Context: an optimization exercise on an open-source flow, tuned for small area and a short achievable clock period. The choices shown serve that exercise and are no tape-out recipe.
Only simulation tests tie the RTL to the original design; equivalence was not proved.

## fmul
module fmul
  (
   input         clk,
   input         reset,
   input         req,
   input [31:0]  x,
   input [31:0]  y,
   output [31:0] rslt,
   output [4:0]  flag
   );
   reg [3:0]     st;             
   always @(posedge clk)
     st <= req ? 4'b0001 : {st[2:0], 1'b0};
   wire          xz = (x[30:23] == 8'h00);
   wire          yz = (y[30:23] == 8'h00);
   wire [23:0]   fx = {~xz, x[22:0]};
   wire [23:0]   fy = {~yz, y[22:0]};
   wire          g1 = st[0] & ~req;
   wire          g2 = st[1] & ~req;
   wire [8:0]    grp = g1 ? fx[15:7] : g2 ? fx[23:15] : {fx[7:0], 1'b0};
   reg [3:0]     bneg, bone, btwo;
   reg           xt;             
   integer       k;
   always @(posedge clk) begin
      for (k = 0; k < 4; k = k + 1) begin
         bneg[k] <= grp[2*k+2] & ~(grp[2*k+1] & grp[2*k]);
         bone[k] <= grp[2*k+1] ^ grp[2*k];
         btwo[k] <= (grp[2*k+2] & ~grp[2*k+1] & ~grp[2*k]) | (~grp[2*k+2] & grp[2*k+1] & grp[2*k]);
      end
      xt <= fx[23];
   end
   reg [23:0]    yr;             
   reg [24:0]    hr;             
   reg [23:0]    lr;             
   wire [24:0]   y2 = {yr, 1'b0};
   wire [24:0]   y1 = {1'b0, yr};
   wire [24:0]   pp0 = ((y1 & {25{bone[0]}}) | (y2 & {25{btwo[0]}})) ^ {25{bneg[0]}};
   wire [24:0]   pp1 = ((y1 & {25{bone[1]}}) | (y2 & {25{btwo[1]}})) ^ {25{bneg[1]}};
   wire [24:0]   pp2 = ((y1 & {25{bone[2]}}) | (y2 & {25{btwo[2]}})) ^ {25{bneg[2]}};
   wire [24:0]   pp3 = ((y1 & {25{bone[3]}}) | (y2 & {25{btwo[3]}})) ^ {25{bneg[3]}};
   wire [32:0]   r0 = {7'b1010101, ~bneg[0], pp0};
   wire [32:0]   r1 = {5'h00, ~bneg[1], pp1, 1'b0, bneg[0]};
   wire [32:0]   r2 = {3'h0, ~bneg[2], pp2, 1'b0, bneg[1], 2'b00};
   wire [32:0]   r3 = {1'b0, ~bneg[3], pp3, 1'b0, bneg[2], 4'h0};
   wire [24:0]   hg = hr & {25{~st[0]}};      
   wire [32:0]   rh = {7'h00, ~hg[24], hg[24], hg[23:0]};
   wire [32:0]   rx = {1'b0, yr & {24{xt & st[2]}}, 1'b0, bneg[3], 6'h00};
  ...
Size: ~110 flip-flops, about 100 I/O pins, ~15000 µm² of cells after synthesis.
Settings: LEC_CHECK=0, ABC_AREA=1, CAP_MARGIN=20, CORE_MARGIN=2, CORE_UTILIZATION=50, SLEW_MARGIN=20; clock period 11.0 ns.
standard.sh (not shown) runs the stock make flow with config.mk's settings and CLKGATE_MAP_FILE= SYNTH_SCRIPT=/design/flow/synth_recipe.tcl, a recipe that flattens the netlist after the stock synthesis.
==> flow/flow/run.sh <==
#!/bin/bash
export SETUP_SLACK_MARGIN=${SETUP_SLACK_MARGIN_OVERRIDE:-6}
export BUFFER_PORTS_ARGS="-buffer_cell sky130_fd_sc_hd__buf_1"
bash standard.sh > standard_flow.log 2>&1
The starting point passed the timing, DRC and antenna checks.
Change:
--- a/flow/design.v
+++ b/flow/design.v
@@ -120,63 +120,62 @@
    wire          ynan = (y[30:23] == 8'hff) & (y[22:0] != 0);
    wire          xinf = (x[30:23] == 8'hff) & (x[22:0] == 0);
    wire          yinf = (y[30:23] == 8'hff) & (y[22:0] == 0);
    wire          xsn = xnan & ~x[22];
    wire          ysn = ynan & ~y[22];
    wire          xzero = (x[30:0] == 0);
    wire          yzero = (y[30:0] == 0);
-   wire [30:0]   nv = {e8, man};
-   wire          all1 = &man;
-   wire [30:0]   nr = nv + {30'h0, rnd};
-   wire          c23 = rnd & all1;                       
-   wire          uf = inx & (e8 == 8'h00) & (~c23 | ~rb);   
-   wire          of = c23 & (e8 == 8'hfe);
-   reg [31:0]    o_r;
-   reg [4:0]     o_f;
+   reg           o_sgn, o_inc, o_f4, o_f2, o_f0, o_ufa, o_ufb, o_nm;
+   reg [30:0]    o_v;
    always @(*) begin
-      o_r = {x[31] ^ y[31], 31'h0}; o_f = 5'h00;
+      o_sgn = x[31] ^ y[31]; o_v = 31'h0; o_inc = 1'b0; o_f4 = 1'b0; o_f2 = 1'b0; o_f0 = 1'b0;
+      o_ufa = 1'b0; o_ufb = 1'b0; o_nm = 1'b0;
       if (xnan) begin
-         o_r = x | 32'h00400000;
-         o_f[4] = xsn | ysn;
+         o_sgn = x[31]; o_v = x[30:0] | 31'h00400000;
+         o_f4 = xsn | ysn;
       end else if (ynan) begin
-         o_r = y | 32'h00400000;
-         o_f[4] = ysn;
+         o_sgn = y[31]; o_v = y[30:0] | 31'h00400000;
+         o_f4 = ysn;
       end else if ((xinf & yzero) | (yinf & xzero)) begin
-         o_r = 32'hffc00000; o_f[4] = 1'b1;
+         o_sgn = 1'b1; o_v = 31'h7fc00000; o_f4 = 1'b1;
       end else if (xinf | yinf) begin
-         o_r[30:0] = 31'h7f800000;
+         o_v = 31'h7f800000;
       end else if (xzero | yzero) begin
       end else if (flush) begin
-         o_f[1:0] = 2'b11;
+         o_f0 = 1'b1; o_ufa = 1'b1; o_ufb = 1'b1;
       end else if (ovf) begin
-         o_r[30:0] = 31'h7f800000; o_f[2] = 1'b1; o_f[0] = 1'b1;
+         o_v = 31'h7f800000; o_f2 = 1'b1; o_f0 = 1'b1;
       end else begin
-         o_r[30:0] = nr;
-         o_f[2:0] = {of, uf, inx};
+         o_v = {e8, man}; o_inc = rnd; o_f0 = inx; o_nm = 1'b1;
+         o_ufa = inx & (e8 == 8'h00);
+         o_ufb = inx & (e8 == 8'h00) & ~rb;
       end
    end
    always @(posedge clk) begin
       if (req)
         yr <= fy;
       else if (st[3])
-        yr <= o_r[23:0];
+        yr <= o_v[23:0];
       if (req)
         er <= {1'b0, sxy};
       else if (st[1])
         er <= sm - 10'd126;
       else if (st[3])
-        er <= {2'b00, o_r[31:24]};
+        er <= {o_f4, o_inc, o_sgn, o_v[30:24]};
       if (st[0])
         qr <= {2'b00, lz};
       else if (st[1])
         qr <= {1'b0, shv};
       else if (st[3])
-        qr <= {2'b00, o_f};
+        qr <= {2'b00, o_nm, o_ufb, o_ufa, o_f2, o_f0};
       if (st[1]) begin
          cok <= e_ge & (e_l1 != 10'd0);
          nrmok <= e_ge;
          flush <= (sxz[8:0] <= 9'd99);          
       end
    end
-   assign rslt = {er[7:0], yr};
-   assign flag = qr[4:0];
+   wire [30:0]   rv = {er[6:0], yr};
+   wire          c23 = er[8] & (&rv[22:0]);            
+   assign rslt = {er[7], rv + {30'h0, er[8]}};
+   assign flag = {er[9], 1'b0, qr[1] | (qr[4] & c23 & (rv[30:23] == 8'hfe)),
+                  qr[3] | (qr[2] & ~c23), qr[0]};
 endmodule
Outcome: The changed run produced a clean layout; clock skew stays flat; maximum frequency shrinks by 13%; non-clock buffer count came out higher by 68; die area goes down by about 2.2%; count of clock-buffer cells in the layout grows by 1; setup slack got worse by 0.72 ns.

[separate check: timing with driven ports]
The results above use ideal ports. As a check the final layouts listed here were re-extracted and re-timed, cells and wires unchanged. Step 1 assumes that a clkbuf_16 drives the clock port and a buf_2 every other input. Step 2 times the ports against the registers' clock, not the clock port: input delays grow and output delays shrink by t, the midpoint of the rising clock arrivals with the driver on. a / b / c = no drivers / after step 1 / after step 2; a / b = the first two.
run	t (ns)	setup slack, ns	hold slack, ns	pins driven straight from the clock port
the first run	0.418	6.289 / 6.289 / 5.881	0.370 / 0.370 / 0.370	1
the second run	0.435	5.564 / 5.510 / 5.830	0.368 / 0.368 / 0.368	1
After both steps every run listed still meets setup and hold. For the first run, which loses most, drivers alone change the setup slack by 0.000 ns; drivers and shift together by -0.408 ns.
